From an optimization exercise on the open Yosys and OpenROAD flow, aimed at small area and a short achievable clock period; shortcuts taken in it are not production practice.
RTL that was checked went through simulation tests only; none was proved equivalent to the original.
For runs 4 to 7, only the layout was checked, not whether the RTL still works.
Power is estimated from default activity; no workload was simulated.

`design/flow/config.mk`:
```
export PLATFORM = sky130hd
export DESIGN_NAME = lab4_2
export DESIGN_NICKNAME = lab4_2
export VERILOG_FILES = /design/flow/design.v
export SDC_FILE = /design/flow/constraint.sdc
export NUM_CORES = 4
export LEC_CHECK = 0
export CAP_MARGIN = 20
export CORE_MARGIN = 2
export CORE_UTILIZATION = 35
export CTS_BUF_LIST = sky130_fd_sc_hd__clkbuf_8
export PLACE_DENSITY = 0.45
export SLEW_MARGIN = 20
```
`design/flow/constraint.sdc`:
```
create_clock -name core_clock -period 36.0 [get_ports {CLK}]
set_input_delay 7.2000 -clock core_clock [delete_from_list [all_inputs] [get_ports {CLK}]]
set_output_delay 7.2000 -clock core_clock [all_outputs]
set_load 0.01 [all_outputs]
```
`design/flow/design.v`:
```
`timescale 1ns / 1ps
module lab4_2(
  input [1:0] mode,
  input [2:0] n_gasoline_pumps,
  input [2:0] n_diesel_pumps,
  input [3:0] fuel_amount,
  input fuel_type,
  input CLK,
  input rst,
  output [0:5] pump_status,
  output is_gasoline_queue_not_full,
  output is_diesel_queue_not_full,
  output [3:0] n_cars_in_gasoline_queue,
  output [3:0] n_cars_in_diesel_queue,
  output [7:0] total_gasoline_needed,
  output [7:0] total_diesel_needed,
  output reg invalid_gasoline_car,
  output reg invalid_diesel_car,
  output reg invalid_setup_params
);
reg [2:0] gc, ac;
reg [23:0] r;      
reg [31:0] gq;     
reg [31:0] dq;
reg [3:0] ncg, ncd;
reg [6:0] tg, td;
wire [23:0] r_keep;
wire [5:0]  newg, newd;
wire [31:0] gq_sh, dq_sh;
wire [7:0]  insg, insd;
wire [3:0]  ncg0, ncg1, ncd0, ncd1;
wire [6:0]  tg0, td0;
lab4_2_core core (
  .gc(gc), .ac(ac), .r(r), .gq(gq), .dq(dq), .ncg(ncg), .ncd(ncd), .tg(tg), .td(td),
  .pump_status(pump_status),
  .r_keep(r_keep), .newg(newg), .newd(newd),
  .gq_sh(gq_sh), .dq_sh(dq_sh), .insg(insg), .insd(insd),
  .ncg0(ncg0), .ncg1(ncg1), .ncd0(ncd0), .ncd1(ncd1),
  .tg0(tg0), .td0(td0));
wire nog = ncg[3] & ncg[2];      
wire nod = ncd[3] & ncd[2];
assign is_gasoline_queue_not_full = ~ncg[3];
assign is_diesel_queue_not_full   = ~ncd[3];
assign n_cars_in_gasoline_queue   = ncg;
assign n_cars_in_diesel_queue     = ncd;
assign total_gasoline_needed      = {nog, tg | {7{nog}}};
assign total_diesel_needed        = {nod, td | {7{nod}}};
wire setup  = mode[1];
wire addcmd = ~mode[1] & mode[0];
wire fa_ok  = ~fuel_amount[3] | (fuel_amount[2:0] == 3'd0);
wire add_g  = addcmd & ~fuel_type & fa_ok & ~ncg[3];
wire add_d  = addcmd &  fuel_type & fa_ok & ~ncd[3];
wire flag   = ac != 3'd0;
reg [3:0] enc;
always @* begin
  case (fuel_amount)
    4'd0: enc = 4'b0000;
    4'd1: enc = 4'b1000;
    4'd2: enc = 4'b0100;
    4'd3: enc = 4'b0010;
    4'd4: enc = 4'b1001;
    4'd5: enc = 4'b1100;
    4'd6: enc = 4'b0110;
    4'd7: enc = 4'b1011;
    4'd8: enc = 4'b1101;
    default: enc = 4'bxxxx;
  endcase
end
wire [3:0] lo_g = {1'b0, tg0[2:0]} + {1'b0, fuel_amount[2:0]};
wire [3:0] lo_d = {1'b0, td0[2:0]} + {1'b0, fuel_amount[2:0]};
wire [6:0] tga = fuel_amount[3] ? tg0 + 7'd8 : {tg0[6:3] + lo_g[3], lo_g[2:0]};
wire [6:0] tda = fuel_amount[3] ? td0 + 7'd8 : {td0[6:3] + lo_d[3], lo_d[2:0]};
wire [2:0] sum3 = n_gasoline_pumps + n_diesel_pumps;
wire [3:0] sum4 = {1'b0, n_gasoline_pumps} + {1'b0, n_diesel_pumps};
wire valid = (sum3 != 3'd0) && (sum3 != 3'd7);
wire g_on  = valid && (n_gasoline_pumps != 3'd0);
wire d_on  = valid && (n_diesel_pumps != 3'd0);
always @(posedge CLK) begin
  if (rst) begin
    gc <= 3'd0;
    ac <= 3'd0;
    ncg <= 4'hf;
    ncd <= 4'hf;
    tg <= 7'd0;
    td <= 7'd0;
    invalid_gasoline_car <= 1'b0;
    invalid_diesel_car <= 1'b0;
    invalid_setup_params <= 1'b0;
  end else if (setup) begin
    gc <= ~valid ? 3'd0 : (n_gasoline_pumps == 3'd7) ? 3'd6 : n_gasoline_pumps;
    ac <= ~valid ? 3'd0 : (sum4 > 4'd6) ? 3'd6 : sum4[2:0];
    ncg <= g_on ? 4'd0 : 4'hf;
    ncd <= d_on ? 4'd0 : 4'hf;
    tg <= 7'd0;
    td <= 7'd0;
    invalid_gasoline_car <= 1'b0;
    invalid_diesel_car <= 1'b0;
    invalid_setup_params <= ~valid;
  end else begin
    ncg <= add_g ? ncg1 : ncg0;
    ncd <= add_d ? ncd1 : ncd0;
    tg <= add_g ? tga : tg0;
    td <= add_d ? tda : td0;
    invalid_gasoline_car <= flag & addcmd & ~fuel_type & (~fa_ok | ncg[3]);
    invalid_diesel_car   <= flag & addcmd &  fuel_type & (~fa_ok | ncd[3]);
  end
end
integer i;
always @(posedge CLK) begin
  for (i = 0; i < 6; i = i + 1)
    r[4*i +: 4] <= (setup ? 4'd0 : r_keep[4*i +: 4]) |
                   (((add_g & newg[i]) | (add_d & newd[i])) ? enc : 4'd0);
  for (i = 0; i < 8; i = i + 1) begin
    gq[4*i +: 4] <= (setup ? 4'd0 : gq_sh[4*i +: 4]) | ((add_g & insg[i]) ? enc : 4'd0);
    dq[4*i +: 4] <= (setup ? 4'd0 : dq_sh[4*i +: 4]) | ((add_d & insd[i]) ? enc : 4'd0);
  end
end
endmodule
module lab4_2_core(
  input  [2:0]  gc, ac,
  input  [23:0] r,
  input  [31:0] gq, dq,
  input  [3:0]  ncg, ncd,
  input  [6:0]  tg, td,
  output [0:5]  pump_status,
  output reg [23:0] r_keep,      
  output reg [5:0]  newg, newd,  
  output reg [31:0] gq_sh, dq_sh,  
  output [7:0]  insg, insd,      
  output [3:0]  ncg0, ncg1, ncd0, ncd1,  
  output [6:0]  tg0, td0         
);
wire [5:0] gm = {gc[2] & gc[1], gc[2] & (gc[1] | gc[0]), gc[2], gc[2] | (gc[1] & gc[0]), gc[2] | gc[1], |gc};
wire [5:0] am = {ac[2] & ac[1], ac[2] & (ac[1] | ac[0]), ac[2], ac[2] | (ac[1] & ac[0]), ac[2] | ac[1], |ac};
wire [5:0] dm = am & ~gm;
reg  [5:0] free;
reg  [6:0] ohg, ohd;
reg  [5:0] tkg [0:5];      
reg  [5:0] tkd [0:5];
reg  [7:0] eqg, eqd;       
reg  [2:0] pfg, pfd;       
integer a, b, k;
genvar gi;
generate
  for (gi = 0; gi < 6; gi = gi + 1) begin : g_ps
    assign pump_status[gi] = am[gi] & free[gi];
  end
endgenerate
always @* begin
  for (a = 0; a < 6; a = a + 1)
    free[a] = (r[4*a +: 4] == 4'd0);
  ohg = 7'd1;
  ohd = 7'd1;
  for (a = 0; a < 6; a = a + 1) begin
    tkg[a] = (gm[a] & free[a]) ? ohg[5:0] : 6'd0;
    tkd[a] = (dm[a] & free[a]) ? ohd[5:0] : 6'd0;
    if (gm[a] & free[a]) ohg = {ohg[5:0], 1'b0};
    if (dm[a] & free[a]) ohd = {ohd[5:0], 1'b0};
  end
  pfg = 3'd0;
  pfd = 3'd0;
  for (a = 0; a < 7; a = a + 1) begin
    if (ohg[a]) pfg = pfg | a;
    if (ohd[a]) pfd = pfd | a;
  end
  for (a = 0; a < 8; a = a + 1) begin
    eqg[a] = (ncg == a);
    eqd[a] = (ncd == a);
  end
  for (b = 0; b < 6; b = b + 1) begin
    r_keep[4*b +: 4] = {r[4*b +: 3], r[4*b+3] & r[4*b+2]};
    newg[b] = 1'b0;
    newd[b] = 1'b0;
    for (k = 0; k <= b; k = k + 1) begin
      if (tkg[b][k]) r_keep[4*b +: 4] = r_keep[4*b +: 4] | gq[4*k +: 4];
      if (tkd[b][k]) r_keep[4*b +: 4] = r_keep[4*b +: 4] | dq[4*k +: 4];
      newg[b] = newg[b] | (tkg[b][k] & eqg[k]);
      newd[b] = newd[b] | (tkd[b][k] & eqd[k]);
    end
  end
  for (b = 0; b < 8; b = b + 1) begin
    gq_sh[4*b +: 4] = 4'd0;
    dq_sh[4*b +: 4] = 4'd0;
    for (k = 0; k <= 6; k = k + 1) begin
      if (b + k <= 7) begin
        if (ohg[k]) gq_sh[4*b +: 4] = gq_sh[4*b +: 4] | gq[4*(b+k) +: 4];
        if (ohd[k]) dq_sh[4*b +: 4] = dq_sh[4*b +: 4] | dq[4*(b+k) +: 4];
      end
    end
  end
end
wire [3:0] ncg_sub = ncg - {1'b0, pfg};
wire [3:0] ncd_sub = ncd - {1'b0, pfd};
wire neg_g = ncg_sub[3] & ~ncg[3];
wire neg_d = ncd_sub[3] & ~ncd[3];
assign ncg0 = neg_g ? 4'd0 : ncg_sub;
assign ncd0 = neg_d ? 4'd0 : ncd_sub;
assign ncg1 = neg_g ? 4'd0 : ncg_sub + 4'd1;
assign ncd1 = neg_d ? 4'd0 : ncd_sub + 4'd1;
genvar gb;
generate
  for (gb = 0; gb < 8; gb = gb + 1) begin : g_ins
    assign insg[gb] = ~neg_g & (ncg_sub[2:0] == gb);
    assign insd[gb] = ~neg_d & (ncd_sub[2:0] == gb);
  end
endgenerate
wire [5:0] bg = gm & ~free;
wire [5:0] bd = dm & ~free;
wire [2:0] nbg = bg[0] + bg[1] + bg[2] + bg[3] + bg[4] + bg[5];
wire [2:0] nbd = bd[0] + bd[1] + bd[2] + bd[3] + bd[4] + bd[5];
assign tg0 = tg + {4'b1111, ~nbg} + 7'd1;
assign td0 = td + {4'b1111, ~nbd} + 7'd1;
endmodule
```
`design/flow/flow/run.sh`:
```
#!/bin/bash
# Own layout flow: the standard layout (standard.sh) with these changes:
#  1. synthesis keeps lab4_2_core (pure combinational logic) apart from the
#     top module, so the command inputs only pass through the top's final
#     logic, and maps the logic with an area-minded ABC script (flow/abc.script)
#     and without the full-adder extraction (flow/synth.tcl); the registers
#     are the same as the standard synthesis's, all in the top module;
#  2. ports get sky130_fd_sc_hd__buf_1 buffers (the resizer sizes them up
#     where timing needs it);
#  3. ORFS's timing repair aims for a setup slack margin (flow/margin.txt),
#     so the gates get sized for a short period.
# Each tool's output goes to a log file of its own in this folder.
set -euo pipefail
W=$PWD
MARGIN=$(cat "$W/flow/margin.txt")
make -C "$FLOW_HOME" DESIGN_CONFIG="$W/config.mk" WORK_HOME="$W/orfs" CLKGATE_MAP_FILE= \
  SYNTH_SCRIPT="$W/flow/synth.tcl" MY_ABC_SCRIPT="$W/flow/abc.script" ADDER_MAP_FILE= \
  SYNTH_HIERARCHICAL=1 SYNTH_MINIMUM_KEEP_SIZE=0 \
  synth > "$W/synth.log" 2>&1
BUFFER_PORTS_ARGS="-buffer_cell sky130_fd_sc_hd__buf_1" SETUP_SLACK_MARGIN=$MARGIN \
  bash "$W/standard.sh" > "$W/layout.log" 2>&1
```
`design/flow/flow/abc.script`:
```
strash
&get -n
&st
&dch -x
&nf -R 200
&st
&dch -x
&nf -R 200
&st
&dch -x
&nf -R 200
&put
```
`design/flow/flow/margin.txt`:
```
26.7
```
`design/flow/flow/synth.tcl`:
```
proc synth {args} { yosys synth -nofsm -noshare {*}$args }
proc abc {args} {
  set keep {}
  set skip 0
  foreach a $args {
    if { $skip } { set skip 0; continue }
    if { $a in {-script -constr -D} } { set skip 1; continue }
    lappend keep $a
  }
  if { [info exists ::env(MY_ABC_SCRIPT)] } { lappend keep -script $::env(MY_ABC_SCRIPT) }
  puts "abc (custom) $keep"
  yosys abc {*}$keep
}
source $::env(SCRIPTS_DIR)/synth.tcl
# left out here: clear keep_hierarchy, flatten, clean up, hide names made inside functions, write 1_2_yosys.v
```
`design/flow/standard.sh`:
```
#!/bin/bash
# synth_recipe.tcl (not shown) runs the flow's synth.tcl, then flattens the netlist and writes it again
# the make line also repeats each setting of config.mk as NAME=value (left out here)
make -C /OpenROAD-flow-scripts/flow DESIGN_CONFIG=/design/flow/config.mk WORK_HOME=/design/flow/orfs CLKGATE_MAP_FILE= SYNTH_SCRIPT=/design/flow/synth_recipe.tcl "${@:-finish}"
```
==> impl_metrics.csv, run 1 <==
group,metric,value,unit
status,outcome,"complete, no violations",
drt,ant_nets,0,
timing,final_hold_viol_count,0,
timing,rsz0062_at_grt,"no",
place,finalWeightedCongestion,0.915,
timing,finalWorstSetupSlack,26860,ps
global_route,grt_use_total,0.268,
drt,drt_iter0_markers,1306,
critical_path,r2r_start,"gc[2]",
critical_path,crit_buf_inv,1,
finish,most-common-layout-cells,"nand2_1 (124), dfxtp_1 (119), nor2_1 (112)",
drt,avgViaCountPerCell,6.55,
synth,ys.flop_type,"dfxtp_1",
place,dpl.cell_count,1351,
clock_network,cts_hold_buffers,0,
pwr,total_power,403,uW
critical_path,crit_fanout,9,
timing,tightest_slew,1020,ps
critical_path,slowest_stage,"or4_1",
critical_path,path_cells,"or4_1, nor2_1, buf_1",
pwr,powerDensity,43.9,mW/mm^2
synth,ys_ff_latch,119,
global_route,grt_pass1_vias,8666,
synth,synth_area,0.00801,sq mm
finish,multi_input_area,0.00560,sq mm
pwr,p_leak,3.17,nW
drt,vias,9062,
synth,yosysUniqueCellTypes,45,
synth,syn_area_per_cell,8.04,sq um
drt,wl,32500,microns
finish,fin_nets,1101,
timing,period_minus_slack,9140,ps
synth,seq_area_frac_synth,0.297,
place,post-place-ws,25800,ps
finish,syn_to_final_growth,14.5,%
clock_network,numCtsBuffers,17,
critical_path,reg2reg_to,"dq[11]",
critical_path,crit_required,28800,ps
place,dpl.hpwl,22800,microns
timing,finalSetupTns,0,ps
floorplan,start_util,0.355,
timing,fmax,0.109,GHz
critical_path,critPathKind,"flip-flop to output pin",
worst_hold_path,hp-class,"flip-flop to flip-flop",
synth,synth_edf_count,0,
drt,drc,0,
clock_network,clk_pin_slew_worst_paths,80,ps
critical_path,arrival,1940,ps
critical_path,crit_end,"pump_status[0]",
finish,final_common_cell,"nand2_1",
place,place_area,0.00877,sq mm
floorplan,die_h,155,microns
global_route,grt_max_degree,99,
critical_path,critPathLaunch,"r[0]",
global_route,antenna_found_initial,0,
critical_path,path_depth,3,
floorplan,ios,50,
pwr,ir_drop,18.8,uV
timing,slew_viol_final,0,
timing,slew_headroom,0.313,
clock_network,clockBufferDepth,2,
clock_network,cts.sinks,119,
timing,skew,20.5,ps
floorplan,die_area,0.0241,sq mm
finish,seq_area,0.00238,sq mm
finish,fillers,2367,
synth,async_flop_share,0,
drt,first_pass_iters,7,
clock_network,cts_tree,"done",
critical_path,rrSetupSlack,29670,ps
critical_path,cpPeakStageDelay,710,ps
clock_network,h-tree-depth,4,
critical_path,reg2reg_depth,21,
drt,wl_per_cell,23.5,microns
finish,fin_cells,1384,
finish,postLayoutCellArea,0.00917,sq mm
synth,yosysWarnings,10,
critical_path,crit_family,"simple AND/OR/NAND/NOR gates",
floorplan,die_width,155,microns
run,max_cap_viol_count,0,
critical_path,endpoint_kind,"output pin",
finish,insertedDiodeCount,0,
finish,drive_gt1_frac,0.0610,
synth,synthCells,996,
clock_network,clk_latency,470,ps
synth,syn-num-nets,1011,
timing,finalSetupViolCount,0,
global_route,grt_overflow,0,
floorplan,rows,55,
place,port_buffers,49,
timing,fin_crit_sh,0.254,
critical_path,crit_path_start_kind,"flip-flop",
clock_network,cts_root_buffer,"clkbuf_8",
global_route,grt_pass1_wl,50900,microns
floorplan,core_area,0.0226,sq mm
## worst min-delay path by stage
stage | start | end | slack, ps | depth (start not counted)
finish | invalid_setup_params | invalid_setup_params | 490 | 1
global route | invalid_setup_params | invalid_setup_params | 510 | 1
CTS | invalid_setup_params | invalid_setup_params | 490 | 1
detailed placement | invalid_setup_params | invalid_setup_params | 470 | 1
global placement | invalid_setup_params | invalid_setup_params | 470 | 1
floorplan | gc[0] | gc[0] | 500 | 1
## cell families (layout without fill, tap and decap cells)
family | after synthesis | in the layout | share of synthesized area
adders and majority gates | 4 | 4 | 0.00500
muxes | 7 | 7 | 0.00890
xor gates and xnor gates | 43 | 43 | 0.0470
and+or+nand+nor | 415 | 415 | 0.240
buffers and inverters | 24 | 127 | 0.0122
DFF | 119 | 119 | 0.297
AOI/OAI and AO/OA | 384 | 384 | 0.390
## modules after synthesis, one instance, submodules excluded
| module | area (sq um) | copies in the design |
|---|---|---|
| lab4_2 | 4160 | 1 |
| lab4_2_core | 3850 | 1 |
## per-stage QoR
step           hold slack, ps  utilization
6_report                  488        0.406
5_1_grt                   510        0.406
4_1_cts                   491        0.406
3_5_place_dp              470        0.389
3_3_place_gp              467        0.388
2_1_floorplan             503            -
## flip-flops by register name, summed over array words and instances, names as in the netlist, 4 cells and up
register and count:
r 24, ncg 4, td 7, ncd 4
tg 7, gq 32, dq 32
## report_power, final
part / leakage (nW) / internal (mW) / switching [mW]
logic: 2.03 / 0.0387 / 0.0923
clock network: 0.180 / 0.0560 / 0.0682
registers: 0.962 / 0.136 / 0.0118
## per-layer routing
layer / up-vias / share of wire / global-route usage
li1: 4254 / - / -
met1: 4309 / 0.45 / 0.367
met2: 435 / 0.45 / 0.431
met3: 64 / 0.077 / 0.0384
met4: 0 / 0.023 / 0.0983
met5: - / 0 / 0
## final cells by class
| class | instances | share of cell area |
|---|---|---|
| flip-flops and latches | 119 | 0.260 |
| clock inverters | 15 | 0.0157 |
| repair buffers | 73 | 0.0397 |
| inverters | 22 | 0.0104 |
| well taps | 285 | 0.0389 |
| multi-input cells | 853 | 0.610 |
| clock buffers | 17 | 0.0255 |
## repair_timing
item | in CTS | in global routing
hold endpoints to repair | 0 | 0
setup buffers | 1 | 0
pin swaps | 1 | 0
resized for setup | 0 | 2
setup endpoints to repair | 16 | 13
## synth_stat cells (all sizes together), types with 11 or more instances
library cell | number | area share
a22o | 13 | 0.014
o2bb2ai | 88 | 0.096
nor3 | 36 | 0.022
a222oi | 90 | 0.11
xnor2 | 26 | 0.028
dfxtp | 119 | 0.30
nand2 | 124 | 0.058
nor4 | 11 | 0.0086
and3 | 13 | 0.010
a221oi | 16 | 0.017
a21oi | 39 | 0.024
nand3 | 39 | 0.024
nor2 | 114 | 0.053
and2 | 20 | 0.016
nand2b | 26 | 0.020
o21ai | 37 | 0.023
clkinv | 22 | 0.010
a22oi | 51 | 0.048
a221o | 18 | 0.022
xor2 | 17 | 0.019
==> inputs of run 2 (changes only) <==
==> design/flow/flow/margin.txt (replaced) <==
27.2
==> impl_metrics.csv, run 2 <==
group,metric,value,unit
worst_hold_path,hold_path_startpoint,"invalid_setup_params",
timing,fin_worst_hold_slack,490,ps
finish,final_common_cell,"nand2_1",
synth,yosysWarnings,10,
pwr,switchingPower,174,uW
synth,yosysMostFrequentCell,"nand2_1",
global_route,antenna_found_initial,0,
critical_path,critPathKind,"flip-flop to output pin",
timing,finalSetupTns,0,ps
clock_network,numCtsBuffers,17,
floorplan,die_width,155,microns
place,port_buffers,49,
critical_path,crit_path_start_kind,"flip-flop",
pwr,p_leak,3.29,nW
pwr,seq_power_share,0.365,
clock_network,cts_root_buffer,"clkbuf_8",
critical_path,crit_required,28800,ps
critical_path,rrSetupSlack,29500,ps
critical_path,crit_end,"pump_status[0]",
synth,syn_area_per_cell,8.04,sq um
floorplan,core_area,0.0226,sq mm
place,finalWeightedCongestion,0.963,
finish,fin_nets,1115,
timing,finalSetupViolCount,0,
critical_path,r2r_start,"gc[2]",
place,dpl.hpwl,22800,microns
finish,most-common-layout-cells,"nand2_1 (122), dfxtp_1 (112), nor2_1 (108)",
drt,ant_nets,0,
finish,final_core_util,0.419,
finish,largestRegisters,"dq: 32 flops, gq: 32 flops, r: 24 flops",
place,place_area,0.00880,sq mm
critical_path,arrival,1580,ps
clock_network,h-tree-depth,4,
global_route,grt_max_degree,99,
timing,final_hold_viol_count,0,
floorplan,ios,50,
finish,insertedDiodeCount,0,
critical_path,endpoint_kind,"output pin",
timing,skew,17.1,ps
critical_path,reg2reg_to,"dq[11]",
global_route,grt_pass1_wl,51500,microns
global_route,grt_overflow,0,
global_route,grt_pass1_vias,8641,
clock_network,clk_latency,450,ps
pwr,comb_power_share,0.333,
drt,wl_per_cell,23.7,microns
finish,fillers,2335,
drt,first_pass_iters,9,
finish,postLayoutCellArea,0.00945,sq mm
synth,async_flop_share,0,
pwr,swShare,0.426,
critical_path,crit_fanout,3,
timing,fin_crit_sh,0.244,
place,dpl.cell_count,1350,
run,max_cap_viol_count,0,
global_route,grt_use_total,0.272,
synth,synthTopCellsByCount,"nand2_1 (124), dfxtp_1 (119), nor2_1 (114), a222oi_1 (90), o2bb2ai_1 (88)",
floorplan,start_util,0.355,
synth,seq_area_frac_synth,0.297,
floorplan,rows,55,
timing,rsz0062_at_grt,"yes",
synth,ys_ff_latch,119,
clock_network,clockBufferDepth,2,
drt,wl,33100,microns
pwr,powerDensity,43.1,mW/mm^2
synth,synth_edf_count,0,
clock_network,cts.sinks,119,
worst_hold_path,hold_depth,1,
clock_network,cts_tree,"done",
pwr,p_clk_frac,0.302,
place,post-place-ws,26220,ps
status,outcome,"complete, no violations",
synth,synthCells,996,
finish,fin_cells,1398,
synth,synth_top_area_share,0.297,
finish,drive_gt1_frac,0.102,
worst_hold_path,hp-class,"flip-flop to flip-flop",
timing,tightest_slew,1110,ps
timing,finalWorstSetupSlack,27220,ps
clock_network,clk_pin_slew_worst_paths,80,ps
critical_path,critPathLaunch,"r[1]",
synth,synth_area,0.00801,sq mm
timing,slew_headroom,0.251,
pwr,ir_drop,19.1,uV
synth,syn-num-nets,1011,
pwr,p_int,234,uW
synth,synth.largest_area_cell,"dfxtp_1",
drt,vias,9224,
synth,yosysUniqueCellTypes,45,
timing,period_minus_slack,8780,ps
drt,avgViaCountPerCell,6.60,
finish,syn_to_final_growth,17.9,%
synth,ys_top_cells_by_area,"dfxtp_1 (30%), a222oi_1 (11%), o2bb2ai_1 (9.6%), nand2_1 (5.8%), nor2_1 (5.3%)",
drt,drc,0,
floorplan,die_area,0.0241,sq mm
floorplan,die_h,155,microns
timing,fmax,0.114,GHz
synth,ys.flop_type,"dfxtp_1",
timing,slew_viol_final,0,
critical_path,reg2reg_depth,21,
pwr,total_power,407,uW
drt,drt_iter0_markers,1408,
## run 2: cell types whose count changed in the layout (fill, tap and decap cells not counted), sizes merged
cell      previous run  this run
buf                 73        84
clkbuf              17        19
clkinv              23        25
clkinvlp             5         4
inv                  8         7
nor3                36        37
## run 2: cell families (layout without fill, tap and decap cells)
logic type,count (synthesis),after routing,share of synthesized area
AND/OR/NAND/NOR,415,416,0.240
AO/OA/AOI/OAI,384,384,0.390
flip-flops,119,119,0.297
XOR/XNOR,43,43,0.0470
buffers and inverters,24,140,0.0122
multiplexers,7,7,0.00890
adder cells (fa/ha/maj),4,4,0.00500
## run 2: what timing repair did
item | in CTS | in global routing
pin swaps | 6 | 4
buffers inserted | 10 | 5
cloned | 1 | 0
hold buffers | 0 | 0
setup endpoints to repair | 124 | 41
gates resized for setup | 25 | 20
## run 2: routing by layer
layer	up-vias	wire length [microns]	global-route usage
li1	4288	-	-
met1	4444	14700	0.381
met2	436	15200	0.428
met3	56	2510	0.0446
met4	0	682	0.0874
met5	-	0	0
## run 2: worst max-delay path: stages, from the launching register on
cell and delay, ps:
dfxtp_1 340, or4_4 560, nor2_4 120, buf_6 110
## run 2: cell type report
cell class | count | area (sq um) | share of cell area
Inverter | 22 | 109 | 0.0115
Timing Repair Buffer | 86 | 504 | 0.0534
Clock buffer | 17 | 234 | 0.0248
Clock inverter | 15 | 145 | 0.0154
Multi-Input combinational cell | 854 | 5710 | 0.604
Sequential cell | 119 | 2390 | 0.253
Tap cell | 285 | 357 | 0.0377
## run 2: worst min-delay path by stage
stage,to,slack [ps]
2_1_floorplan,gc[0],500
3_3_place_gp,invalid_setup_params,470
3_5_place_dp,invalid_setup_params,480
4_1_cts,invalid_setup_params,500
5_1_grt,invalid_setup_params,520
6_report,invalid_setup_params,490
## run 2: power groups by stage
stage / logic, mW / registers (mW) / clock network, mW
6_report: 0.136 / 0.149 / 0.123
5_1_grt: 0.150 / 0.150 / 0.132
4_1_cts: 0.133 / 0.148 / 0.127
3_5_place_dp: 0.130 / 0.151 / 0
3_3_place_gp: 0.131 / 0.151 / 0
2_1_floorplan: 0.0899 / 0.147 / 0
## run 2: per-module statistics from Yosys, one instance, submodules excluded
| module | copies in the design | area [sq um] | flip-flops and latches | cells inside |
|---|---|---|---|---|
| lab4_2 | 1 | 4160 | 119 | 386 |
| lab4_2_core | 1 | 3850 | 0 | 610 |
==> inputs of run 3 (changes only) <==
==> design/flow/flow/margin.txt (replaced) <==
27
==> impl_metrics.csv, run 3 <==
group,metric,value,unit
clock_network,clk_pin_slew_worst_paths,70,ps
global_route,grt_overflow,0,
timing,tightest_slew,1060,ps
finish,drive_gt1_frac,0.0727,
timing,final_hold_viol_count,0,
critical_path,reg2reg_depth,21,
drt,wl_per_cell,23.2,microns
finish,most-common-layout-cells,"nand2_1 (124), dfxtp_1 (117), nor2_1 (110)",
critical_path,reg2reg_to,"dq[11]",
synth,ys_ff_latch,119,
clock_network,cts_tree,"done",
clock_network,cts_hold_buffers,0,
pwr,p_int,246,uW
critical_path,arrival,1740,ps
pwr,p_clk_frac,0.326,
critical_path,rrSetupSlack,29580,ps
floorplan,die_width,155,microns
global_route,grt_use_total,0.265,
drt,drt_iter0_markers,1420,
finish,fin_cells,1386,
critical_path,r2r_start,"gc[2]",
critical_path,endpoint_kind,"output pin",
place,dpl.hpwl,22800,microns
synth,synth_edf_count,0,
clock_network,clk_latency,460,ps
timing,finalSetupViolCount,0,
synth,synthTopCellsByCount,"nand2_1 (124), dfxtp_1 (119), nor2_1 (114), a222oi_1 (90), o2bb2ai_1 (88)",
pwr,p_leak,3.21,nW
floorplan,core_area,0.0226,sq mm
timing,rsz0062_at_grt,"no",
clock_network,clockBufferDepth,2,
drt,wl,32200,microns
place,post-place-ws,26070,ps
finish,largestRegisters,"dq: 32 flops, gq: 32 flops, r: 24 flops",
global_route,grt_pass1_vias,8584,
drt,drc,0,
synth,yosysMostFrequentCell,"nand2_1",
finish,seq_area,0.00238,sq mm
floorplan,start_util,0.355,
timing,fmax,0.112,GHz
worst_hold_path,hp-class,"flip-flop to flip-flop",
pwr,seq_power_share,0.355,
finish,insertedDiodeCount,0,
timing,slew_viol_final,0,
pwr,total_power,416,uW
clock_network,numCtsBuffers,17,
critical_path,crit_end,"pump_status[2]",
timing,skew,22.5,ps
timing,fin_crit_sh,0.248,
floorplan,ios,50,
critical_path,crit_path_start_kind,"flip-flop",
place,finalWeightedCongestion,0.911,
global_route,grt_max_degree,99,
finish,fillers,2401,
synth,syn-num-nets,1011,
floorplan,rows,55,
critical_path,critPathLaunch,"r[8]",
drt,vias,9019,
pwr,ir_drop,19.0,uV
pwr,switchingPower,170,uW
finish,final_common_cell,"nand2_1",
synth,synth_top_area_share,0.297,
status,outcome,"complete, no violations",
clock_network,cts.sinks,119,
timing,fin_worst_hold_slack,489,ps
floorplan,die_area,0.0241,sq mm
place,port_buffers,49,
critical_path,crit_fanout,3,
synth,synth_area,0.00801,sq mm
critical_path,crit_required,28800,ps
drt,first_pass_iters,9,
critical_path,critPathKind,"flip-flop to output pin",
synth,async_flop_share,0,
global_route,antenna_found_initial,0,
synth,syn_area_per_cell,8.04,sq um
timing,slew_headroom,0.281,
synth,seq_area_frac_synth,0.297,
clock_network,h-tree-depth,4,
drt,ant_nets,0,
synth,yosysWarnings,10,
run,max_cap_viol_count,0,
finish,syn_to_final_growth,15.8,%
floorplan,die_h,155,microns
clock_network,cts_root_buffer,"clkbuf_8",
timing,period_minus_slack,8940,ps
pwr,comb_power_share,0.319,
pwr,swShare,0.408,
synth,yosysUniqueCellTypes,45,
synth,ys_top_cells_by_area,"dfxtp_1 (30%), a222oi_1 (11%), o2bb2ai_1 (9.6%), nand2_1 (5.8%), nor2_1 (5.3%)",
pwr,powerDensity,44.8,mW/mm^2
synth,synth.largest_area_cell,"dfxtp_1",
synth,synthCells,996,
finish,fin_nets,1104,
timing,finalSetupTns,0,ps
drt,avgViaCountPerCell,6.51,
finish,multi_input_area,0.00562,sq mm
global_route,grt_pass1_wl,50300,microns
place,dpl.cell_count,1353,
synth,ys.flop_type,"dfxtp_1",
timing,finalWorstSetupSlack,27060,ps
==> run 3: critical path: stages (launching register included) <==
cell and delay [ps]:
dfxtp_1 330, or4_1 580, nor2_1 200, buf_1 180
==> run 3: cell type report <==
cell class,instances,share of cell area
clock buffers,18,0.0267
clock inverters,13,0.0185
inverters,22,0.0117
multi-input cells,853,0.605
flip-flops and latches,119,0.257
well taps,285,0.0384
repair buffers,76,0.0423
==> run 3: how the worst min path moves through the flow <==
stage                                     from                    to  slack [ps]  depth (start not counted)
final                     invalid_setup_params  invalid_setup_params         490                          1
after global routing      invalid_setup_params  invalid_setup_params         520                          1
after CTS                 invalid_setup_params  invalid_setup_params         490                          1
after detailed placement  invalid_setup_params  invalid_setup_params         470                          1
after global placement    invalid_setup_params  invalid_setup_params         470                          1
after floorplan                          gc[0]                 gc[0]         500                          1
==> run 3: Yosys stat by module (local to each module, per instance) <==
module       copies in the design  area [sq um]  flops+latches  cells inside
lab4_2_core                     1          3850              0           610
lab4_2                          1          4160            119           386
==> run 3: repair_timing <==
action	4_1_cts	5_1_grt
pin swaps	1	0
gates resized for setup	4	8
buffers inserted	2	0
endpoints found under the setup margin	68	25
==> run 3: cells by family (layout without fill, tap and decap cells) <==
family                     Yosys count  count (layout)  synth area share
and+or+nand+nor                    415             415             0.240
AOI/OAI and AO/OA                  384             384             0.390
DFF                                119             119             0.297
xor gates and xnor gates            43              43            0.0470
buffers and inverters               24             129            0.0122
muxes                                7               7           0.00890
adders and majority gates            4               4           0.00500
==> run 3: routing by layer <==
metal	GRT usage	routed length, microns
met2	0.419	14700
met5	0	0
met3	0.0490	2440
met1	0.366	14400
met4	0.0861	708
==> run 3: power by group through the flow <==
stage	sequential [mW]	combinational, mW	clock, mW
2_1_floorplan	0.147	0.0897	0
3_3_place_gp	0.151	0.131	0
3_5_place_dp	0.150	0.130	0
4_1_cts	0.147	0.131	0.139
5_1_grt	0.149	0.148	0.145
6_report	0.148	0.133	0.136
==> run 3: through the flow <==
| step | util | instance area [sq um] |
|---|---|---|
| 4_1_cts | 0.410 | 9250 |
| 5_1_grt | 0.411 | 9280 |
| 6_report | 0.411 | 9280 |
| 3_3_place_gp | 0.390 | 8790 |
| 2_1_floorplan | - | 8060 |
| 3_5_place_dp | 0.390 | 8800 |
==> inputs of run 4 (changes only) <==
--- a/design/flow/design.v
+++ b/design/flow/design.v
@@ -18,7 +18,8 @@
   output reg invalid_diesel_car,
   output reg invalid_setup_params
 );
-reg [2:0] gc, ac;
+reg [2:0] gc;
+reg [5:0] am;
 reg [23:0] r;      
 reg [31:0] gq;     
 reg [31:0] dq;
@@ -31,7 +32,7 @@
 wire [3:0]  ncg0, ncg1, ncd0, ncd1;
 wire [6:0]  tg0, td0;
 lab4_2_core core (
-  .gc(gc), .ac(ac), .r(r), .gq(gq), .dq(dq), .ncg(ncg), .ncd(ncd), .tg(tg), .td(td),
+  .gc(gc), .am(am), .r(r), .gq(gq), .dq(dq), .ncg(ncg), .ncd(ncd), .tg(tg), .td(td),
   .pump_status(pump_status),
   .r_keep(r_keep), .newg(newg), .newd(newd),
   .gq_sh(gq_sh), .dq_sh(dq_sh), .insg(insg), .insd(insd),
@@ -50,19 +51,19 @@
 wire fa_ok  = ~fuel_amount[3] | (fuel_amount[2:0] == 3'd0);
 wire add_g  = addcmd & ~fuel_type & fa_ok & ~ncg[3];
 wire add_d  = addcmd &  fuel_type & fa_ok & ~ncd[3];
-wire flag   = ac != 3'd0;
+wire flag   = am[0];
 reg [3:0] enc;
 always @* begin
   case (fuel_amount)
     4'd0: enc = 4'b0000;
     4'd1: enc = 4'b1000;
-    4'd2: enc = 4'b0100;
-    4'd3: enc = 4'b0010;
-    4'd4: enc = 4'b1001;
-    4'd5: enc = 4'b1100;
-    4'd6: enc = 4'b0110;
-    4'd7: enc = 4'b1011;
-    4'd8: enc = 4'b1101;
+    4'd2: enc = 4'b1100;
+    4'd3: enc = 4'b0110;
+    4'd4: enc = 4'b1011;
+    4'd5: enc = 4'b0101;
+    4'd6: enc = 4'b1010;
+    4'd7: enc = 4'b1101;
+    4'd8: enc = 4'b1110;
     default: enc = 4'bxxxx;
   endcase
 end
@@ -75,10 +76,11 @@
 wire valid = (sum3 != 3'd0) && (sum3 != 3'd7);
 wire g_on  = valid && (n_gasoline_pumps != 3'd0);
 wire d_on  = valid && (n_diesel_pumps != 3'd0);
+integer i;
 always @(posedge CLK) begin
   if (rst) begin
     gc <= 3'd0;
-    ac <= 3'd0;
+    am <= 6'd0;
     ncg <= 4'hf;
     ncd <= 4'hf;
     tg <= 7'd0;
@@ -88,7 +90,8 @@
     invalid_setup_params <= 1'b0;
   end else if (setup) begin
     gc <= ~valid ? 3'd0 : (n_gasoline_pumps == 3'd7) ? 3'd6 : n_gasoline_pumps;
-    ac <= ~valid ? 3'd0 : (sum4 > 4'd6) ? 3'd6 : sum4[2:0];
+    for (i = 0; i < 6; i = i + 1)
+      am[i] <= valid && (sum4 > i);
     ncg <= g_on ? 4'd0 : 4'hf;
     ncd <= d_on ? 4'd0 : 4'hf;
     tg <= 7'd0;
@@ -105,7 +108,6 @@
     invalid_diesel_car   <= flag & addcmd &  fuel_type & (~fa_ok | ncd[3]);
   end
 end
-integer i;
 always @(posedge CLK) begin
   for (i = 0; i < 6; i = i + 1)
     r[4*i +: 4] <= (setup ? 4'd0 : r_keep[4*i +: 4]) |
@@ -117,7 +119,8 @@
 end
 endmodule
 module lab4_2_core(
-  input  [2:0]  gc, ac,
+  input  [2:0]  gc,
+  input  [5:0]  am,
   input  [23:0] r,
   input  [31:0] gq, dq,
   input  [3:0]  ncg, ncd,
@@ -131,7 +134,6 @@
   output [6:0]  tg0, td0         
 );
 wire [5:0] gm = {gc[2] & gc[1], gc[2] & (gc[1] | gc[0]), gc[2], gc[2] | (gc[1] & gc[0]), gc[2] | gc[1], |gc};
-wire [5:0] am = {ac[2] & ac[1], ac[2] & (ac[1] | ac[0]), ac[2], ac[2] | (ac[1] & ac[0]), ac[2] | ac[1], |ac};
 wire [5:0] dm = am & ~gm;
 reg  [5:0] free;
 reg  [6:0] ohg, ohd;
@@ -148,7 +150,7 @@
 endgenerate
 always @* begin
   for (a = 0; a < 6; a = a + 1)
-    free[a] = (r[4*a +: 4] == 4'd0);
+    free[a] = ~(r[4*a+3] | r[4*a+2]);
   ohg = 7'd1;
   ohd = 7'd1;
   for (a = 0; a < 6; a = a + 1) begin
@@ -168,7 +170,7 @@
     eqd[a] = (ncd == a);
   end
   for (b = 0; b < 6; b = b + 1) begin
-    r_keep[4*b +: 4] = {r[4*b +: 3], r[4*b+3] & r[4*b+2]};
+    r_keep[4*b +: 4] = {r[4*b +: 3], (~r[4*b] & r[4*b+1] & r[4*b+3]) | (r[4*b] & ~r[4*b+1] & ~r[4*b+3])};
     newg[b] = 1'b0;
     newd[b] = 1'b0;
     for (k = 0; k <= b; k = k + 1) begin
==> design/flow/flow/margin.txt (replaced) <==
27.3
==> impl_metrics.csv, run 4 <==
group,metric,value,unit
floorplan,rows,55,
synth,yosysUniqueCellTypes,42,
synth,ys_top_cells_by_area,"dfxtp_1 (30%), a222oi_1 (10%), o2bb2ai_1 (9.4%), nand2_1 (6.8%), a22oi_1 (5.2%)",
finish,largestRegisters,"dq: 32 flops, gq: 32 flops, r: 24 flops",
critical_path,path_cells,"nor2_4, and2_1, buf_1",
critical_path,rrSetupSlack,29500,ps
pwr,powerDensity,45.8,mW/mm^2
critical_path,arrival,1450,ps
floorplan,die_area,0.0246,sq mm
finish,drive_gt1_frac,0.0841,
critical_path,r2r_start,"gc[2]",
synth,ys.flop_type,"dfxtp_1",
global_route,antenna_found_initial,0,
critical_path,reg2reg_depth,21,
finish,seq_area,0.00245,sq mm
clock_network,cts_root_buffer,"clkbuf_8",
finish,most-common-layout-cells,"nand2_1 (145), dfxtp_1 (118), nor2_1 (105)",
critical_path,critPathLaunch,"r[18]",
place,dpl.cell_count,1407,
timing,period_minus_slack,8650,ps
timing,final_hold_viol_count,0,
floorplan,die_width,157,microns
global_route,grt_pass1_wl,51900,microns
clock_network,numCtsBuffers,17,
synth,async_flop_share,0,
drt,wl_per_cell,23.4,microns
floorplan,ios,50,
timing,tightest_slew,1050,ps
timing,slew_headroom,0.290,
synth,syn_area_per_cell,7.95,sq um
critical_path,crit_fanout,5,
run,max_cap_viol_count,0,
drt,ant_nets,0,
synth,synth_edf_count,0,
clock_network,cts.sinks,122,
finish,fillers,2387,
synth,yosysMostFrequentCell,"nand2_1",
critical_path,crit_required,28800,ps
critical_path,endpoint_kind,"output pin",
pwr,p_leak,3.29,nW
finish,fin_nets,1132,
pwr,ir_drop,19.0,uV
clock_network,clk_latency,470,ps
finish,fin_cells,1442,
timing,skew,15.4,ps
synth,syn-num-nets,1044,
critical_path,cpPeakStageDelay,410,ps
critical_path,reg2reg_to,"dq[8]",
floorplan,core_area,0.0228,sq mm
drt,first_pass_iters,9,
timing,finalSetupTns,0,ps
finish,multi_input_area,0.00581,sq mm
finish,insertedDiodeCount,0,
synth,seq_area_frac_synth,0.299,
critical_path,critPathKind,"flip-flop to output pin",
worst_hold_path,hold_path_startpoint,"invalid_setup_params",
place,port_buffers,49,
clock_network,clockBufferDepth,2,
synth,synthCells,1029,
synth,synth_top_area_share,0.299,
drt,avgViaCountPerCell,6.41,
finish,final_common_cell,"nand2_1",
worst_hold_path,hp-class,"flip-flop to flip-flop",
global_route,grt_overflow,0,
global_route,grt_max_degree,48,
critical_path,crit_end,"pump_status[4]",
drt,wl,33700,microns
global_route,grt_use_total,0.274,
synth,synth_area,0.00818,sq mm
timing,fmax,0.116,GHz
synth,ys_ff_latch,122,
clock_network,h-tree-depth,4,
finish,syn_to_final_growth,16.4,%
synth,synth.largest_area_cell,"dfxtp_1",
timing,fin_crit_sh,0.240,
status,outcome,"complete, no violations",
timing,rsz0062_at_grt,"no",
place,finalWeightedCongestion,0.902,
timing,slew_viol_final,0,
drt,drc,0,
drt,vias,9247,
critical_path,slowest_stage,"dfxtp_1",
floorplan,die_h,157,microns
critical_path,crit_path_start_kind,"flip-flop",
synth,synthTopCellsByCount,"nand2_1 (148), dfxtp_1 (122), nor2_1 (114), o2bb2ai_1 (88), a222oi_1 (85)",
timing,finalSetupViolCount,0,
clock_network,clk_pin_slew_worst_paths,90,ps
timing,fin_worst_hold_slack,472,ps
floorplan,start_util,0.359,
clock_network,cts_tree,"done",
synth,yosysWarnings,10,
global_route,grt_pass1_vias,8698,
pwr,total_power,436,uW
place,dpl.hpwl,23400,microns
drt,drt_iter0_markers,1411,
run 4: per-stage QoR:
stage / utilization / worst slack (ps) / cell area (sq um)
floorplan: - / 26880 / 8260
global placement: 0.394 / 26500 / 8980
detailed placement: 0.395 / 26520 / 8990
CTS: 0.415 / 27300 / 9450
global route: 0.418 / 27310 / 9520
finish: 0.418 / 27350 / 9520
run 4: cells by family after synthesis:
family / Yosys count / synth area share
simple gates: 438 / 0.245
fa+ha+maj: 5 / 0.00612
compound gates: 384 / 0.377
xor+xnor: 51 / 0.0546
buf+inv: 24 / 0.0119
mux: 5 / 0.00612
flops: 122 / 0.299
run 4: metal layers:
metal | GRT usage | part of all wire | vias to the layer above
met5 | 0 | 0 | -
met4 | 0.0856 | 0.026 | 0
met3 | 0.0606 | 0.080 | 72
met2 | 0.445 | 0.46 | 443
met1 | 0.361 | 0.44 | 4430
li1 | - | - | 4302
run 4: layout make-up:
class                      count  share of cell area
inverter                      22              0.0114
timing repair buffer          70              0.0372
timing repair inverter         1             0.00171
clock buffer                  17              0.0246
sequential                   122               0.258
tap                          313              0.0411
clock inverter                14              0.0158
multi-input combinational    883               0.611
run 4: power by group:
group | internal (mW) | leakage [nW] | total [mW] | switching (mW)
sequential | 0.141 | 0.987 | 0.157 | 0.0160
combinational | 0.0468 | 2.11 | 0.152 | 0.105
clock | 0.0614 | 0.188 | 0.127 | 0.0652
total | 0.250 | 3.29 | 0.436 | 0.186
run 4: Yosys stat by module (local to each module, per instance):
module / cells inside / flops+latches / copies in the design
lab4_2: 395 / 122 / 1
lab4_2_core: 634 / 0 / 1
run 4: worst max-delay path: cells and delay by family, from the launching register on:
family / cells / cell delay [ps]
buffers and inverters: 1 / 180
flip-flops: 1 / 410
AND/OR/NAND/NOR: 2 / 390
run 4: worst min-delay path by stage:
| stage | end | cells after the start | slack (ps) |
|---|---|---|---|
| after global routing | am[5] | 2 | 490 |
| final | invalid_setup_params | 2 | 470 |
| after detailed placement | invalid_setup_params | 2 | 450 |
| after CTS | invalid_setup_params | 2 | 470 |
| after global placement | am[3] | 1 | 460 |
| after floorplan | am[4] | 2 | 430 |
run 4: timing repair:
| item | CTS | global route |
|---|---|---|
| hold buffers | 0 | 0 |
| cloned | 1 | 0 |
| buffers inserted | 1 | 1 |
| setup endpoints to repair | 87 | 35 |
| gates resized for setup | 21 | 17 |
==> inputs of run 5 (changes only) <==
==> design/flow/flow/margin.txt (replaced) <==
27.5
==> impl_metrics.csv, run 5 <==
group,metric,value,unit
status,outcome,"complete, no violations",
global_route,grt_max_degree,47,
clock_network,cts_hold_buffers,0,
timing,slew_headroom,0.243,
finish,postLayoutCellArea,0.0100,sq mm
timing,period_minus_slack,8470,ps
synth,synth_edf_count,0,
drt,wl,35200,microns
synth,ys_ff_latch,122,
clock_network,clk_pin_slew_worst_paths,80,ps
timing,final_hold_viol_count,0,
timing,tightest_slew,1130,ps
global_route,grt_overflow,0,
drt,vias,9571,
pwr,ir_drop,20.7,uV
synth,seq_area_frac_synth,0.299,
timing,finalSetupTns,0,ps
finish,fin_nets,1164,
synth,ys_top_cells_by_area,"dfxtp_1 (30%), a222oi_1 (10%), o2bb2ai_1 (9.4%), nand2_1 (6.8%), a22oi_1 (5.2%)",
finish,final_core_util,0.439,
clock_network,clk_latency,460,ps
timing,skew,10.3,ps
synth,synthTopCellsByCount,"nand2_1 (148), dfxtp_1 (122), nor2_1 (114), o2bb2ai_1 (88), a222oi_1 (85)",
floorplan,die_h,157,microns
global_route,grt_pass1_vias,8669,
critical_path,crit_path_start_kind,"flip-flop",
synth,synth_area,0.00818,sq mm
finish,most-common-layout-cells,"nand2_1 (139), dfxtp_1 (106), nor2_1 (105)",
synth,syn_area_per_cell,7.95,sq um
synth,synth_top_area_share,0.299,
floorplan,start_util,0.359,
timing,rsz0062_at_grt,"yes",
timing,fmax,0.118,GHz
floorplan,core_area,0.0228,sq mm
critical_path,endpoint_kind,"output pin",
synth,synthCells,1029,
pwr,powerDensity,45.1,mW/mm^2
critical_path,arrival,1270,ps
floorplan,ios,50,
critical_path,crit_required,28800,ps
place,dpl.hpwl,23500,microns
place,finalWeightedCongestion,0.932,
synth,synth.largest_area_cell,"dfxtp_1",
synth,yosysUniqueCellTypes,42,
pwr,total_power,451,uW
global_route,grt_use_total,0.284,
drt,drt_iter0_markers,1464,
place,dpl.cell_count,1409,
clock_network,clockBufferDepth,2,
finish,insertedDiodeCount,0,
floorplan,rows,55,
worst_hold_path,hp-class,"flip-flop to flip-flop",
synth,ys.flop_type,"dfxtp_1",
synth,yosysWarnings,10,
pwr,p_leak,3.54,nW
clock_network,cts_root_buffer,"clkbuf_8",
timing,fin_crit_sh,0.235,
finish,largestRegisters,"dq: 32 flops, gq: 32 flops, r: 24 flops",
global_route,antenna_found_initial,0,
finish,fin_cells,1475,
drt,avgViaCountPerCell,6.49,
finish,final_common_cell,"nand2_1",
clock_network,numCtsBuffers,17,
synth,async_flop_share,0,
finish,drive_gt1_frac,0.141,
place,place_area,0.00905,sq mm
timing,finalSetupViolCount,0,
critical_path,critPathKind,"flip-flop to output pin",
drt,drc,0,
clock_network,h-tree-depth,4,
critical_path,cpPeakStageDelay,370,ps
clock_network,cts_tree,"done",
finish,syn_to_final_growth,22.3,%
critical_path,slowest_stage,"dfxtp_4",
drt,first_pass_iters,10,
synth,syn-num-nets,1044,
critical_path,path_cells,"nor2_4, and2_4, buf_6",
drt,wl_per_cell,23.9,microns
critical_path,crit_fanout,5,
drt,ant_nets,0,
timing,slew_viol_final,0,
run,max_cap_viol_count,0,
floorplan,die_width,157,microns
synth,yosysMostFrequentCell,"nand2_1",
place,port_buffers,49,
floorplan,die_area,0.0246,sq mm
clock_network,cts.sinks,122,
global_route,grt_pass1_wl,53200,microns
## run 5: cell families (layout without fill, tap and decap cells)
logic type                 Yosys count  after routing  share of synthesized area
muxes                                5              5                    0.00612
AOI/OAI and AO/OA                  384            384                      0.377
buffers and inverters               24            157                     0.0119
DFF                                122            122                      0.299
adders and majority gates            5              5                    0.00612
xor gates and xnor gates            51             51                     0.0546
and+or+nand+nor                    438            438                      0.245
## run 5: path summary, 6_finish.rpt
path                            start        endpoint  slack (ps)  cells past startpoint
worst min register to register  am[4]           am[4]         490                      2
worst max-delay path            r[19]  pump_status[4]       27530                      3
worst min-delay path            am[4]           am[4]         490                      2
worst max register to register  gc[2]          gq[11]       29710                     22
## run 5: cell type report
class	count	area, sq um
flip-flops and latches	122	2480
clock inverters	13	144
repair buffers	100	631
well taps	313	392
fillers	2383	12800
multi-input cells	883	5930
inverters	22	109
repair inverters	3	48.8
clock buffers	19	262
## run 5: power breakdown
part           internal [mW]  switching, mW
clock network         0.0656         0.0651
logic                 0.0533          0.112
registers              0.142         0.0130
## run 5: what timing repair did
item	in CTS	in global routing
gates resized for setup	63	40
cloned	3	0
pin swaps	6	8
endpoints found under the setup margin	132	89
buffers inserted	10	20
## run 5: per-module statistics from Yosys, one instance, submodules excluded
module / cell area, sq um / cells
lab4_2_core: 3920 / 634
lab4_2: 4260 / 395
## run 5: routing by layer
layer	part of all wire	track usage	up-vias
met2	0.45	0.453	525
met5	0	0	-
met1	0.43	0.379	4559
li1	-	-	4381
met3	0.088	0.0573	106
met4	0.037	0.104	0
## run 5: through the flow
| stage | hold WS, ps | setup WS, ps |
|---|---|---|
| CTS | 496 | 27460 |
| floorplan | 432 | 26880 |
| detailed placement | 477 | 26390 |
| finish | 492 | 27530 |
| global placement | 478 | 26480 |
| global route | 517 | 27460 |
## run 5: worst max-delay path: cells and delay by family (launching register included)
family                 cells  cell delay, ps
buffers and inverters      1              90
AND/OR/NAND/NOR            2             340
flip-flops                 1             370
==> inputs of run 6 (changes only) <==
--- a/design/flow/design.v
+++ b/design/flow/design.v
@@ -27,15 +27,14 @@
 reg [6:0] tg, td;
 wire [23:0] r_keep;
 wire [5:0]  newg, newd;
-wire [31:0] gq_sh, dq_sh;
-wire [7:0]  insg, insd;
+wire [31:0] gq_nx, dq_nx;
 wire [3:0]  ncg0, ncg1, ncd0, ncd1;
 wire [6:0]  tg0, td0;
 lab4_2_core core (
   .gc(gc), .am(am), .r(r), .gq(gq), .dq(dq), .ncg(ncg), .ncd(ncd), .tg(tg), .td(td),
   .pump_status(pump_status),
   .r_keep(r_keep), .newg(newg), .newd(newd),
-  .gq_sh(gq_sh), .dq_sh(dq_sh), .insg(insg), .insd(insd),
+  .setup(setup), .eg(eg), .ed(ed), .gq_nx(gq_nx), .dq_nx(dq_nx),
   .ncg0(ncg0), .ncg1(ncg1), .ncd0(ncd0), .ncd1(ncd1),
   .tg0(tg0), .td0(td0));
 wire nog = ncg[3] & ncg[2];      
@@ -67,6 +66,8 @@
     default: enc = 4'bxxxx;
   endcase
 end
+wire [3:0] eg = add_g ? enc : 4'd0;
+wire [3:0] ed = add_d ? enc : 4'd0;
 wire [3:0] lo_g = {1'b0, tg0[2:0]} + {1'b0, fuel_amount[2:0]};
 wire [3:0] lo_d = {1'b0, td0[2:0]} + {1'b0, fuel_amount[2:0]};
 wire [6:0] tga = fuel_amount[3] ? tg0 + 7'd8 : {tg0[6:3] + lo_g[3], lo_g[2:0]};
@@ -111,11 +112,9 @@
 always @(posedge CLK) begin
   for (i = 0; i < 6; i = i + 1)
     r[4*i +: 4] <= (setup ? 4'd0 : r_keep[4*i +: 4]) |
-                   (((add_g & newg[i]) | (add_d & newd[i])) ? enc : 4'd0);
-  for (i = 0; i < 8; i = i + 1) begin
-    gq[4*i +: 4] <= (setup ? 4'd0 : gq_sh[4*i +: 4]) | ((add_g & insg[i]) ? enc : 4'd0);
-    dq[4*i +: 4] <= (setup ? 4'd0 : dq_sh[4*i +: 4]) | ((add_d & insd[i]) ? enc : 4'd0);
-  end
+                   (newg[i] ? eg : 4'd0) | (newd[i] ? ed : 4'd0);
+  gq <= gq_nx;
+  dq <= dq_nx;
 end
 endmodule
 module lab4_2_core(
@@ -128,8 +127,9 @@
   output [0:5]  pump_status,
   output reg [23:0] r_keep,      
   output reg [5:0]  newg, newd,  
-  output reg [31:0] gq_sh, dq_sh,  
-  output [7:0]  insg, insd,      
+  input         setup,           
+  input  [3:0]  eg, ed,          
+  output reg [31:0] gq_nx, dq_nx,  
   output [3:0]  ncg0, ncg1, ncd0, ncd1,  
   output [6:0]  tg0, td0         
 );
@@ -181,12 +181,12 @@
     end
   end
   for (b = 0; b < 8; b = b + 1) begin
-    gq_sh[4*b +: 4] = 4'd0;
-    dq_sh[4*b +: 4] = 4'd0;
+    gq_nx[4*b +: 4] = insg[b] ? eg : 4'd0;
+    dq_nx[4*b +: 4] = insd[b] ? ed : 4'd0;
     for (k = 0; k <= 6; k = k + 1) begin
       if (b + k <= 7) begin
-        if (ohg[k]) gq_sh[4*b +: 4] = gq_sh[4*b +: 4] | gq[4*(b+k) +: 4];
-        if (ohd[k]) dq_sh[4*b +: 4] = dq_sh[4*b +: 4] | dq[4*(b+k) +: 4];
+        if (ohg[k] & ~setup) gq_nx[4*b +: 4] = gq_nx[4*b +: 4] | gq[4*(b+k) +: 4];
+        if (ohd[k] & ~setup) dq_nx[4*b +: 4] = dq_nx[4*b +: 4] | dq[4*(b+k) +: 4];
       end
     end
   end
@@ -199,6 +199,7 @@
 assign ncd0 = neg_d ? 4'd0 : ncd_sub;
 assign ncg1 = neg_g ? 4'd0 : ncg_sub + 4'd1;
 assign ncd1 = neg_d ? 4'd0 : ncd_sub + 4'd1;
+wire [7:0] insg, insd;
 genvar gb;
 generate
   for (gb = 0; gb < 8; gb = gb + 1) begin : g_ins
==> design/flow/flow/margin.txt (replaced) <==
27.3
==> impl_metrics.csv, run 6 <==
group,metric,value,unit
drt,wl_per_cell,23.0,microns
critical_path,path_depth,3,
global_route,grt_pass1_vias,8824,
synth,synth.largest_area_cell,"dfxtp_1",
finish,largestRegisters,"dq: 32 flops, gq: 32 flops, r: 24 flops",
pwr,switchingPower,184,uW
drt,drc,0,
clock_network,h-tree-depth,4,
critical_path,critPathKind,"flip-flop to output pin",
timing,slew_viol_final,0,
clock_network,clk_latency,450,ps
pwr,p_leak,3.32,nW
timing,rsz0062_at_grt,"no",
timing,final_hold_viol_count,0,
timing,fin_crit_sh,0.240,
run,max_cap_viol_count,0,
finish,seq_area,0.00245,sq mm
floorplan,die_h,156,microns
worst_hold_path,hold_depth,2,
synth,synth_top_area_share,0.301,
critical_path,slowest_stage,"dfxtp_2",
critical_path,critPathLaunch,"r[19]",
finish,fillers,2431,
pwr,p_int,241,uW
finish,drive_gt1_frac,0.0779,
finish,multi_input_area,0.00564,sq mm
synth,ys.flop_type,"dfxtp_1",
synth,yosysWarnings,10,
critical_path,arrival,1440,ps
finish,fin_nets,1184,
timing,skew,17.3,ps
drt,ant_nets,0,
critical_path,crit_required,28800,ps
critical_path,crit_buf_inv,1,
pwr,powerDensity,45.2,mW/mm^2
floorplan,start_util,0.358,
critical_path,crit_family,"simple AND/OR/NAND/NOR gates",
drt,drt_iter0_markers,1430,
clock_network,cts_tree,"done",
pwr,comb_power_share,0.353,
place,dpl.hpwl,24400,microns
global_route,antenna_found_initial,0,
critical_path,cpPeakStageDelay,390,ps
finish,final_common_cell,"nand2_1",
global_route,grt_use_total,0.274,
synth,yosysMostFrequentCell,"nand2_1",
floorplan,core_area,0.0227,sq mm
global_route,grt_pass1_wl,52100,microns
clock_network,cts_root_buffer,"clkbuf_8",
worst_hold_path,hold_path_startpoint,"invalid_setup_params",
critical_path,endpoint_kind,"output pin",
pwr,p_clk_frac,0.280,
synth,synthCells,1077,
critical_path,path_cells,"nor2_4, and2_1, buf_1",
synth,synthTopCellsByCount,"nand2_1 (162), nor2_1 (132), dfxtp_1 (122), a22oi_1 (80), o21ai_0 (80)",
drt,wl,33700,microns
finish,most-common-layout-cells,"nand2_1 (159), nor2_1 (124), dfxtp_1 (116)",
place,finalWeightedCongestion,0.926,
critical_path,crit_path_start_kind,"flip-flop",
synth,yosysUniqueCellTypes,43,
drt,vias,9448,
status,outcome,"complete, no violations",
clock_network,cts.sinks,122,
critical_path,r2r_start,"gc[2]",
floorplan,ios,50,
synth,seq_area_frac_synth,0.301,
drt,first_pass_iters,10,
pwr,swShare,0.434,
synth,synth_edf_count,0,
clock_network,clockBufferDepth,2,
pwr,seq_power_share,0.368,
critical_path,crit_fanout,5,
synth,syn_area_per_cell,7.54,sq um
timing,finalSetupTns,0,ps
floorplan,die_area,0.0244,sq mm
timing,period_minus_slack,8640,ps
timing,finalSetupViolCount,0,
synth,async_flop_share,0,
timing,fin_worst_hold_slack,464,ps
synth,synth_area,0.00812,sq mm
critical_path,reg2reg_depth,21,
timing,tightest_slew,1150,ps
floorplan,die_width,156,microns
clock_network,numCtsBuffers,17,
floorplan,rows,55,
timing,slew_headroom,0.225,
synth,syn-num-nets,1092,
synth,ys_top_cells_by_area,"dfxtp_1 (30%), a222oi_1 (9.7%), nand2_1 (7.5%), a22oi_1 (7.4%), nor2_1 (6.1%)",
timing,fmax,0.116,GHz
global_route,grt_max_degree,52,
worst_hold_path,hp-class,"flip-flop to flip-flop",
clock_network,clk_pin_slew_worst_paths,80,ps
pwr,ir_drop,18.9,uV
finish,insertedDiodeCount,0,
global_route,grt_overflow,0,
synth,ys_ff_latch,122,
finish,syn_to_final_growth,15.7,%
drt,avgViaCountPerCell,6.44,
place,port_buffers,49,
[run 6: cell types whose count changed after synthesis, moves of 6 or more]
cell	previous run	this run
o2bb2ai_1	88	0
o21ai_0	42	80
clkinv_1	22	50
a22oi_1	57	80
nor2_1	114	132
a221o_1	11	25
nand2_1	148	162
nand4_1	7	16
a221oi_1	23	29
a222oi_1	85	79
nand3_1	38	44
o21bai_1	8	2
[run 6: tightest hold or removal path: cells and delay by family (launching register included)]
kind / cells / cell delay [ps]
flip-flops: 1 / 340
AO/OA/AOI/OAI: 1 / 50
AND/OR/NAND/NOR: 1 / 40
[run 6: modules after synthesis, one instance, submodules excluded]
| module | area [sq um] | times used | cells inside | flip-flops and latches |
|---|---|---|---|---|
| lab4_2 | 3830 | 1 | 376 | 122 |
| lab4_2_core | 4290 | 1 | 701 | 0 |
[run 6: metal layers]
layer  up-vias  part of all wire  track usage
li1       4414                 -            -
met1      4512              0.45        0.379
met2       452              0.45        0.431
met3        70             0.067       0.0363
met4         0             0.032        0.110
met5         -                 0            0
[run 6: cells by family after synthesis]
group	count (synthesis)	share of synthesized area
simple gates	480	0.268
compound gates	373	0.352
flops	122	0.301
buf+inv	52	0.0250
xor+xnor	45	0.0485
fa+ha+maj	4	0.00493
mux	1	0.00123
[run 6: cell type report]
type	count	area share
Clock inverter	12	0.0106
Multi-Input combinational cell	903	0.600
Timing Repair Buffer	75	0.0427
Tap cell	285	0.0379
Inverter	50	0.0200
Sequential cell	122	0.261
Clock buffer	19	0.0278
[run 6: through the flow]
stage          utilization  total power [mW]  std cells  instance area [sq um]  setup WS (ps)
2_1_floorplan            -             0.250       1077                   8150          27160
4_1_cts              0.410             0.426       1463                   9310          27300
6_report             0.414             0.425       1466                   9400          27360
5_1_grt              0.414             0.452       1466                   9400          27310
3_5_place_dp         0.389             0.305       1427                   8830          25960
3_3_place_gp         0.388             0.306       1427                   8820          26000
[run 6: power by group through the flow]
stage                     logic, mW  clock network [mW]  registers (mW)
after floorplan              0.0965                   0           0.153
after global placement        0.148                   0           0.158
after detailed placement      0.147                   0           0.158
after CTS                     0.148               0.122           0.156
after global routing          0.168               0.127           0.158
final                         0.150               0.119           0.156
[run 6: timing repair]
item	in CTS	in global routing
pin swaps	3	1
buffers inserted	5	3
gates resized for setup	26	23
hold buffers	0	0
endpoints found under the setup margin	106	69
[run 6: worst paths after layout]
kind / to / slack (ps)
setup / recovery: pump_status[4] / 27360
hold / removal: invalid_setup_params / 460
setup reg to reg: gq[27] / 29630
hold reg to reg: invalid_setup_params / 460
==> inputs of run 7 (changes only) <==
==> design/flow/flow/margin.txt (replaced) <==
27.15
==> impl_metrics.csv, run 7 <==
group,metric,value,unit
status,outcome,"complete, no violations",
place,post-place-ws,26010,ps
timing,finalWorstSetupSlack,27220,ps
clock_network,h-tree-depth,4,
synth,syn_area_per_cell,7.54,sq um
timing,tightest_slew,1060,ps
timing,period_minus_slack,8780,ps
clock_network,numCtsBuffers,17,
worst_hold_path,hold_path_startpoint,"invalid_setup_params",
timing,finalSetupTns,0,ps
critical_path,crit_fanout,4,
synth,syn-num-nets,1092,
timing,fin_crit_sh,0.244,
drt,drc,0,
place,dpl.hpwl,24400,microns
critical_path,critPathLaunch,"r[15]",
critical_path,crit_path_start_kind,"flip-flop",
place,port_buffers,49,
global_route,grt_overflow,0,
place,finalWeightedCongestion,0.939,
synth,yosysWarnings,10,
pwr,powerDensity,47.7,mW/mm^2
critical_path,crit_required,28800,ps
drt,vias,9418,
synth,yosysUniqueCellTypes,43,
place,dpl.cell_count,1430,
global_route,grt_max_degree,52,
drt,avgViaCountPerCell,6.43,
timing,slew_viol_final,0,
drt,wl,33800,microns
finish,largestRegisters,"dq: 32 flops, gq: 32 flops, r: 24 flops",
finish,final_common_cell,"nand2_1",
synth,ys_ff_latch,122,
critical_path,critPathKind,"flip-flop to output pin",
pwr,p_leak,3.31,nW
finish,drive_gt1_frac,0.0669,
floorplan,ios,50,
synth,ys_top_cells_by_area,"dfxtp_1 (30%), a222oi_1 (9.7%), nand2_1 (7.5%), a22oi_1 (7.4%), nor2_1 (6.1%)",
floorplan,die_width,156,microns
timing,fmax,0.114,GHz
synth,synth.largest_area_cell,"dfxtp_1",
floorplan,die_h,156,microns
timing,finalSetupViolCount,0,
clock_network,cts_root_buffer,"clkbuf_8",
global_route,grt_use_total,0.277,
clock_network,cts_hold_buffers,0,
critical_path,path_cells,"nor2_2, and2_0, buf_1",
critical_path,r2r_start,"gc[2]",
synth,synth_top_area_share,0.301,
synth,yosysMostFrequentCell,"nand2_1",
timing,final_hold_viol_count,0,
run,max_cap_viol_count,0,
floorplan,core_area,0.0227,sq mm
clock_network,cts_tree,"done",
critical_path,arrival,1580,ps
worst_hold_path,hp-class,"flip-flop to flip-flop",
pwr,ir_drop,20.3,uV
synth,synth_edf_count,0,
critical_path,crit_buf_inv,1,
synth,seq_area_frac_synth,0.301,
timing,slew_headroom,0.287,
timing,skew,16.5,ps
floorplan,die_area,0.0244,sq mm
critical_path,slowest_stage,"dfxtp_1",
synth,ys.flop_type,"dfxtp_1",
clock_network,cts.sinks,122,
critical_path,crit_family,"simple AND/OR/NAND/NOR gates",
critical_path,endpoint_kind,"output pin",
critical_path,cpPeakStageDelay,390,ps
floorplan,rows,55,
timing,rsz0062_at_grt,"no",
synth,async_flop_share,0,
clock_network,clk_latency,480,ps
drt,ant_nets,0,
clock_network,clk_pin_slew_worst_paths,80,ps
drt,first_pass_iters,10,
finish,insertedDiodeCount,0,
clock_network,clockBufferDepth,2,
finish,syn_to_final_growth,15.4,%
global_route,grt_pass1_wl,52200,microns
drt,drt_iter0_markers,1292,
drt,wl_per_cell,23.0,microns
finish,fin_cells,1465,
global_route,antenna_found_initial,0,
synth,synth_area,0.00812,sq mm
synth,synthCells,1077,
synth,synthTopCellsByCount,"nand2_1 (162), nor2_1 (132), dfxtp_1 (122), a22oi_1 (80), o21ai_0 (80)",
global_route,grt_pass1_vias,8703,
floorplan,start_util,0.358,
pwr,total_power,447,uW
finish,most-common-layout-cells,"nand2_1 (160), nor2_1 (127), dfxtp_1 (119)",
finish,fin_nets,1183,
-- run 7: kinds of logic after synthesis --
logic type	synth area share
AND/OR/NAND/NOR	0.268
AO/OA/AOI/OAI	0.352
flip-flops	0.301
buffers and inverters	0.0250
XOR/XNOR	0.0485
adder cells (fa/ha/maj)	0.00493
multiplexers	0.00123
-- run 7: area by class of cell --
cell class | instances | area (sq um)
clock buffer | 18 | 248
multi-input combinational | 903 | 5570
inverter | 50 | 188
fill | 2422 | 13300
clock inverter | 13 | 194
tap | 285 | 357
sequential | 122 | 2450
timing repair buffer | 74 | 375
-- run 7: metal layers --
layer | GRT usage | share of wire | vias to the layer above | wire (microns)
met5 | 0 | 0 | - | 0
met4 | 0.103 | 0.027 | 0 | 899
met3 | 0.0515 | 0.079 | 56 | 2680
met2 | 0.428 | 0.45 | 470 | 15200
met1 | 0.385 | 0.44 | 4487 | 14900
li1 | - | - | 4405 | -
-- run 7: tightest hold or removal path, stage by stage, from the launching register on --
cell     delay [ps]
dfxtp_1         330
nand2_1          40
o21ai_0          60
-- run 7: timing repair --
item | 4_1_cts | 5_1_grt
endpoints found under the setup margin | 79 | 56
gates resized for setup | 11 | 12
setup buffers | 4 | 0
endpoints found under the hold margin | 0 | 0
gates cloned | 0 | 0
pin swaps | 1 | 0
-- run 7: power by group --
group          internal (mW)  switching [mW]
Clock                 0.0777          0.0658
Combinational         0.0413           0.107
Sequential             0.141          0.0143
-- run 7: stage by stage --
stage	util	cell area, sq um	hold WS [ps]
after floorplan	-	8140	433
final	0.413	9370	457
after detailed placement	0.389	8840	450
after CTS	0.411	9340	470
after global routing	0.413	9370	501
after global placement	0.389	8840	456
-- run 7: path summary, 6_finish.rpt --
kind | to | slack (ps) | cells past startpoint
worst max-delay path | pump_status[3] | 27220 | 3
worst min-delay path | invalid_setup_params | 460 | 2
worst max register to register | ncg[3] | 29650 | 22
worst min register to register | invalid_setup_params | 460 | 2
-- run 7: per-module statistics from Yosys, one instance, submodules excluded --
module,flops+latches,cell area (sq um),cells inside,copies in the design
lab4_2,122,3830,376,1
lab4_2_core,0,4290,701,1

## re-timing with driven ports
In the flow no input, the clock included, has a driving cell. The finished layouts below were timed again as built, in two steps.
Step 1: set_driving_cell puts a clkbuf_16 on CLK and a buf_2 on each other input, an assumption about the parent block.
Step 2 also shifts input and output timing later by t, the mid clock arrival at the registers, as if the neighbouring blocks saw the same clock.
Three values: ideal ports, drivers, drivers and shift; two values: the first two.
| run | shift t [ns] | setup WS [ns] |
|---|---|---|
| run 1 | 0.506 | 26.860 / 26.815 / 26.461 |
| run 2 | 0.492 | 27.216 / 27.169 / 26.872 |
| run 3 | 0.496 | 27.063 / 27.018 / 26.736 |
| run 4 | 0.502 | 27.354 / 27.311 / 26.911 |
| run 5 | 0.502 | 27.535 / 27.493 / 27.042 |
| run 6 | 0.480 | 27.362 / 27.318 / 27.018 |
| run 7 | 0.514 | 27.223 / 27.178 / 26.813 |
After both steps setup and hold are still met in every run listed.
